What follows belongs to an exercise in optimizing a design on an open flow for small area and a short achievable clock period; a production flow would make more cautious choices. The RTL was checked by simulation tests, not by an equivalence proof against the original design. Power figures rest on the tool's default switching activity, not on a simulated workload.

==> flow/design.v, too long to show whole: its modules and the start of the top module <==
// module divider: 3406 lines
module divider
(
    input              clk,
    input              reset,
    input  [31:0]      A,
    input  [31:0]      B,
    input              start,
    input  [7:0]       Physical_address_in,
    input  [31:0]      PC_in,
    input              divider_op_in,
    output             divide_zero_exception,
    output [31:0]      Result,
    output [7:0]       Physical_address_out,
    output [31:0]      PC_out,
    output             done
);
  // ...
==> flow/flow/run.sh <==
#!/bin/bash
set -euo pipefail
export BUFFER_PORTS_ARGS="-buffer_cell sky130_fd_sc_hd__buf_2"
export RECOVER_POWER=100
bash standard.sh > standard.log 2>&1
==> flow/standard.sh <==
#!/bin/bash
# synth_recipe.tcl (not shown) runs the flow's synth.tcl, then flattens the netlist and writes it again
# the make line also repeats each setting of config.mk as NAME=value (left out here)
make -C /OpenROAD-flow-scripts/flow DESIGN_CONFIG=/design/flow/config.mk WORK_HOME=/design/flow/orfs CLKGATE_MAP_FILE= SYNTH_SCRIPT=/design/flow/synth_recipe.tcl "${@:-finish}"
==> flow/config.mk <==
export PLATFORM = sky130hd
export DESIGN_NAME = divider
export DESIGN_NICKNAME = divider
export VERILOG_FILES = /design/flow/design.v
export SDC_FILE = /design/flow/constraint.sdc
export NUM_CORES = 8
export LEC_CHECK = 0
export ABC_AREA = 1
export CAP_MARGIN = 5
export CORE_MARGIN = 2
export CORE_UTILIZATION = 40
export CTS_CLUSTER_DIAMETER = 100
export CTS_CLUSTER_SIZE = 28
export GPL_TIMING_DRIVEN = 0
export SLEW_MARGIN = 5
==> flow/constraint.sdc <==
create_clock -name core_clock -period 8.0 [get_ports {clk}]
set_input_delay 1.6000 -clock core_clock [delete_from_list [all_inputs] [get_ports {clk}]]
set_output_delay 1.6000 -clock core_clock [all_outputs]
set_load 0.01 [all_outputs]
==> flow_summary.toml, run 1 <==
[power]
ir_drop_uv = 177

[routing]
ant_nets = 0
dr.pass1.iters = 6
m1WireLength_mm = 84.9
top_layer = "met5"

[critical_path]
critPathLaunch = "d4[3]"
cp_common_cell = "nand2_1"
slowest_delay_ns = 0.46

[synthesis]
synth.mux.area_fraction_pct = 0
synth-adder-area-share_pct = 29.7
netlist.top_cell.by_area = "dfxtp_1"

[finish]
sh_seq_area_pct = 23.1
clock_buffer_count = 41
layout_commonest_cell = "nand2_1"
inverters = 1054
clk_share_pct = 2.01
final_area_sq_um = 66700

[timing]
fmax_ghz = 0.130
tightestPinTransition_ns = 1.14
slew_viol_final = 0
finalSetupTns_ns = 0

[status]
status = "finished clean"

[global_routing]
grt_max_degree = 29

[floorplanning]
core_sq_um = 146000

[clocking]
ctsResizeCount = 292
Testbench counts, summed over its fixed seeds: latency 120,000, ops 24,000.
==> inputs of run 2 (changes only) <==
--- a/flow/config.mk
+++ b/flow/config.mk
@@ -14,2 +14,4 @@
 export GPL_TIMING_DRIVEN = 0
+export SETUP_SLACK_MARGIN = 0.1
 export SLEW_MARGIN = 5
+export TNS_END_PERCENT = 60
==> flow_summary.toml, run 2 <==
[timing]
post-route-period-util_pct = 96.2
tightestPinTransition_ns = 1.16
hold_viol_final = 0
skew_ns = 0.0436
setup_viol = 0
period_needed_ns = 7.69
slew_viol_final = 0
fin_hold_ws_ns = 0.323
fmax_ghz = 0.130
slew_headroom_pct = 21.7
rsz0062_at_grt = "yes"

[critical_path]
rrSetupSlack_ns = 0.31
r2r_cells = 43
path_delay_family = "simple AND/OR/NAND/NOR gates"
criticalPathCategory = "register to register"
cp_num_buf_inv = 7
crit_required_ns = 8.55
reg2reg_to = "x5[31]"
cp.arrival_ns = 8.24
worstSetupEndpointType = "register"
cp_common_cell = "nand2_1"
r2r-start = "d4[1]"
crit_slowest_cell = "fa_1"
slowest_delay_ns = 0.45
cp-start-kind = "register"
worstPathMaxFanout = 6

[finish]
layout_common_cells = "nand2_1, inv_1, ha_1, dfxtp_1, nand3_1"
final_area_sq_um = 67000
syn2layout_area_growth_pct = 14.4
drive_above_1_share_pct = 13.0
final_cells = 9764
layout_commonest_cell = "nand2_1"
fin_nets = 9093

[synthesis]
synth_top_area_share_pct = 25.9
syn-num-nets = 8656
synth_most_common_cell = "nand2_1"
synthesis.area_sq_um = 58500
syn_inst = 7386
ys_warn_count = 1
synth-main-ff-cell = "dfxtp_1"
synth_async_sr_flop_share_pct = 0
netlist.top_cell.by_area = "dfxtp_1"
synth_edf_count = 0
syn_avg_cell_area_sq_um = 7.93
synth.distinct_cells = 66
yosysSeqAreaShare_pct = 25.9
ys_seq_elements = 757
synthTopCellsByArea = "dfxtp_1, ha_1, fa_1"
ys_top_cells_by_count = "nand2_1, inv_1, ha_1, dfxtp_1, nand3_1"

[clocking]
clockBufferDepth = 3
numClockSinks = 757
cts-root-buf = "clkbuf_16"
clk_latency_ns = 0.67
numCtsBuffers = 40
path_clk_slew_ns = 0.10
hold_buffers = 0
htree_levels = 2
cts_tree = "done"

[floorplanning]
start_util_pct = 40.2
die_w_um = 387
die-area_sq_um = 149000
die_h_um = 387
pin_count = 182
rows = 140
core_sq_um = 146000

[place]
dp_hpwl_mm = 165
gp_congestion = 0.980
place_area_sq_um = 61900
place.port_buffers = 181
dpl.cell_count = 9487

[worst_hold_path]
hold_path_end = "pc2[28]"
worstHoldPathCells = 0
hold_start = "pc1[28]"
hp-class = "register to register"

[power]
p_leak_nw = 33.5
p_per_area_nw_per_um2 = 183
finalPower_mw = 12.3
ir_drop_uv = 177

[routing]
drc = 0
drtIter0Drc = 3523
via_per_inst = 5.22
vias = 51000
dr.pass1.iters = 6
ant_nets = 0
wl_per_cell_um = 20.5
routed_wirelength_mm = 200

[global_routing]
overflow = 0
grt_first_pass_wirelength_mm = 298
grt_max_degree = 29
grt_antenna_before_repair = 15
first_global_vias = 49400
grtUsageTotal_pct = 26.1

[job]
maxCapViolations = 0

[status]
status = "finished clean"
==> run 2: cell types whose count changed in the layout (fill, tap and decap cells not counted), sizes merged <==
cell	change
buf	-57
inv	-2
clkinv	+1
clkbuf	+95
clkinvlp	+1
==> run 2: worst max-delay path by stage <==
stage               cells after the start  endpoint  startpoint
CTS                                    47    x5[30]       d4[1]
global placement                       46    x3[30]       d2[1]
global route                           46    x3[30]       d2[8]
floorplan                              41    x4[30]       d3[1]
detailed placement                     46    x5[30]       d4[2]
finish                                 43    x5[31]       d4[1]
==> run 2: what timing repair did <==
| item | in CTS | in global routing |
|---|---|---|
| buffers inserted | 86 | 124 |
| setup endpoints to repair | 110 | 129 |
| pin swaps | 12 | 49 |
| gates cloned | 0 | 1 |
| gates resized for setup | 307 | 435 |
==> run 2: logic make-up after synthesis <==
group / synth area share (%)
simple gates: 22.8
buf+inv: 7.69
fa+ha+maj: 29.7
compound gates: 9.12
flops: 25.9
xor+xnor: 4.79
==> run 2: final cells by class <==
cell class / instances / area, sq um
antenna: 7 / 17.5
buffer: 120 / 878
clock buffer: 41 / 1000
clock inverter: 18 / 338
fill: 14400 / 78600
inverter: 1054 / 4200
multi-input combinational: 5455 / 40400
sequential: 757 / 15400
tap: 1917 / 2400
timing repair buffer: 395 / 2420
==> run 2: metal layers <==
metal | GRT usage, % | wire (um) | vias to the layer above
met2 | 43.9 | 92600 | 1502
li1 | - | - | 24800
met1 | 33.8 | 85300 | 24200
met4 | 11.0 | 10200 | 4
met5 | 0 | 24 | -
met3 | 2.99 | 11800 | 407
==> run 2: worst register-to-register path: cells and delay by family (launching register included) <==
kind | cells | cell delay, ns
simple gates | 22 | 2.70
compound gates | 8 | 1.57
fa+ha+maj | 5 | 1.79
flops | 1 | 0.44
buf+inv | 7 | 0.91
xor+xnor | 1 | 0.17
==> run 2: where the power goes <==
part	internal [mW]	switching, mW
combinational	2.16	3.25
clock	1.02	1.39
sequential	4.07	0.400
==> run 2: metrics by stage <==
step	TNS (ns)	util [%]	worst slack [ns]
2_1_floorplan	0	-	0.923
3_3_place_gp	-114.85	42.5	-1.71
3_5_place_dp	-124.71	42.5	-1.80
4_1_cts	0	44.4	0.0352
5_1_grt	-0.0851	46.0	-0.0337
6_report	0	46.0	0.308
==> inputs of run 3 (changes only) <==
--- a/flow/config.mk
+++ b/flow/config.mk
@@ -16,2 +16 @@
 export SLEW_MARGIN = 5
-export TNS_END_PERCENT = 60
==> flow_summary.toml, run 3 <==
[timing]
tightestPinTransition_ns = 1.17
slew_viol_final = 0
setup_viol = 0
slew_headroom_pct = 21.4
fmax_ghz = 0.131
hold_viol_final = 0
skew_ns = 0.0441
post-route-period-util_pct = 95.4
period_needed_ns = 7.63
fin_hold_ws_ns = 0.323
rsz0062_at_grt = "yes"

[place]
dp_hpwl_mm = 165
gp_congestion = 0.980
place_area_sq_um = 61900
place.port_buffers = 181

[global_routing]
first_global_vias = 49400
grt_first_pass_wirelength_mm = 298
grt_max_degree = 29
grt_antenna_before_repair = 15
overflow = 0
grtUsageTotal_pct = 26.1

[synthesis]
synth_most_common_cell = "nand2_1"
ys_warn_count = 1
yosysSeqAreaShare_pct = 25.9
ys_top_cells_by_count = "nand2_1, inv_1, ha_1, dfxtp_1, nand3_1"
synth_edf_count = 0
syn_avg_cell_area_sq_um = 7.93
ys_seq_elements = 757
synth_async_sr_flop_share_pct = 0
synthTopCellsByArea = "dfxtp_1, ha_1, fa_1"
netlist.top_cell.by_area = "dfxtp_1"
syn-num-nets = 8656
synth_top_area_share_pct = 25.9
synth-main-ff-cell = "dfxtp_1"
synthesis.area_sq_um = 58500
syn_inst = 7386
synth.distinct_cells = 66

[floorplanning]
die_h_um = 387
rows = 140
core_sq_um = 146000
pin_count = 182
die_w_um = 387
die-area_sq_um = 149000
start_util_pct = 40.2

[critical_path]
crit_end = "x5[30]"
critPathLaunch = "d4[1]"
crit_slowest_cell = "dfxtp_4"
cp-start-kind = "register"
criticalPathCategory = "register to register"
slowest_delay_ns = 0.45
cp.arrival_ns = 8.24
reg2reg_to = "x5[30]"
cp_common_cell = "nand2_1"
crit_required_ns = 8.61
r2r-start = "d4[1]"
worstPathMaxFanout = 10
rrSetupSlack_ns = 0.37
r2r_cells = 45
worstSetupEndpointType = "register"

[routing]
routed_wirelength_mm = 199
via_per_inst = 5.22
drc = 0
wl_per_cell_um = 20.5
dr.pass1.iters = 6
drtIter0Drc = 3481
ant_nets = 0
vias = 50900

[clocking]
cts_tree = "done"
htree_levels = 2
clk_latency_ns = 0.66
path_clk_slew_ns = 0.10
numClockSinks = 757
clockBufferDepth = 3
cts-root-buf = "clkbuf_16"
numCtsBuffers = 40

[status]
status = "finished clean"

[power]
p_leak_nw = 33.5
ir_drop_uv = 178
p_per_area_nw_per_um2 = 184

[finish]
syn2layout_area_growth_pct = 14.3
layout_commonest_cell = "nand2_1"
final_area_sq_um = 66900
fin_nets = 9084
layout_common_cells = "nand2_1, inv_1, ha_1, dfxtp_1, nand3_1"
drive_above_1_share_pct = 12.9
fillers = 14400

[worst_hold_path]
hold_start = "pc1[28]"
hp-class = "register to register"

[job]
maxCapViolations = 0
[run 3: cell counts after synthesis]
Identical to the previous run, type by type.
[run 3: area by class of cell]
type / count / area (sq um) / share of cell area (%)
diodes: 4 / 10.0 / 0.0150
plain buffers: 120 / 868 / 1.30
clock buffers: 41 / 1000 / 1.50
clock inverters: 18 / 338 / 0.505
inverters: 1054 / 4190 / 6.26
multi-input cells: 5455 / 40400 / 60.4
flip-flops and latches: 757 / 15400 / 23.0
well taps: 1917 / 2400 / 3.59
repair buffers: 386 / 2350 / 3.51
[run 3: logic make-up (layout without fill, tap and decap cells)]
logic type,Yosys count,count (layout),share of synthesized area (%)
compound gates,872,872,9.12
fa+ha+maj,1162,1162,29.7
other cells,0,4,0
buf+inv,1174,1619,7.69
flops,757,757,25.9
simple gates,3101,3101,22.8
xor+xnor,320,320,4.79
[run 3: per-layer routing]
metal	vias to the layer above	global-route usage (%)	part of all wire, %
met4	4	11.0	5.2
met2	1471	43.9	46
li1	24800	-	-
met3	427	2.98	5.7
met1	24200	33.8	43
met5	-	0	0.012
[run 3: how the worst min path moves through the flow]
stage / cells past startpoint / slack (ns) / end
6_report: 0 / 0.32 / pc2[28]
5_1_grt: 0 / 0.34 / q4[16]
4_1_cts: 0 / 0.33 / pc2[28]
3_5_place_dp: 0 / 0.31 / pa5[3]
3_3_place_gp: 0 / 0.31 / pc4[12]
2_1_floorplan: 0 / 0.31 / op2
[run 3: metrics by stage]
stage          TNS [ns]  power (mW)  setup slack (ns)  std cells  utilization, %
4_1_cts               0        12.1            0.0352       9632            44.4
5_1_grt          -0.116        13.2           -0.0337       9748            45.9
3_3_place_gp    -114.85        9.39             -1.71       9484            42.5
3_5_place_dp    -124.71        9.52             -1.80       9487            42.5
2_1_floorplan         0        7.99             0.923       7386               -
6_report              0        12.3             0.366       9752            46.0
[run 3: power breakdown]
group | leakage [nW] | total (mW) | internal, mW | switching, mW
sequential | 6.37 | 4.47 | 4.07 | 0.403
clock | 0.635 | 2.41 | 1.02 | 1.39
combinational | 26.5 | 5.40 | 2.15 | 3.25
[run 3: what timing repair did]
item,4_1_cts,5_1_grt
hold buffers,0,0
pin swaps,12,46
cloned,0,1
buffers inserted,86,115
setup endpoints to repair,110,125
gates resized for setup,311,423
[run 3: worst max-delay path: cells and delay by family (launching register included)]
| kind | cells | cell delay, ns |
|---|---|---|
| buffers and inverters | 9 | 1.17 |
| AOI/OAI and AO/OA | 8 | 1.27 |
| adders and majority gates | 5 | 1.68 |
| DFF | 1 | 0.45 |
| xor gates and xnor gates | 1 | 0.18 |
| and+or+nand+nor | 22 | 2.81 |

## port drivers added, routing unchanged
How much do the figures lean on ideal ports? The routed layouts below were timed once more, with nothing changed but the port constraints. Step 1 assumes that a clkbuf_16 drives the clock port and a buf_2 every other input. Step 2 also shifts input and output timing later by t, the mid clock arrival at the registers, as if the neighbouring blocks saw the same clock. Three values: ideal ports, drivers, drivers and shift; two values: the first two.
| run | shift t [ns] | setup slack, ns | latest minus earliest clock arrival (ns) | cell pins on the clock port's net |
|---|---|---|---|---|
| run 1 | 0.716 | 0.298 / 0.298 / -0.083 | 0.047 / 0.047 | 1 |
| run 2 | 0.716 | 0.308 / 0.308 / -0.055 | 0.046 / 0.046 | 1 |
| run 3 | 0.716 | 0.366 / 0.366 / -0.002 | 0.046 / 0.046 | 1 |
With both steps, setup timing fails in every run listed, where it was met with ideal ports. For run 1, which loses most, drivers alone change the setup slack by 0.000 ns; drivers and shift together by -0.381 ns.
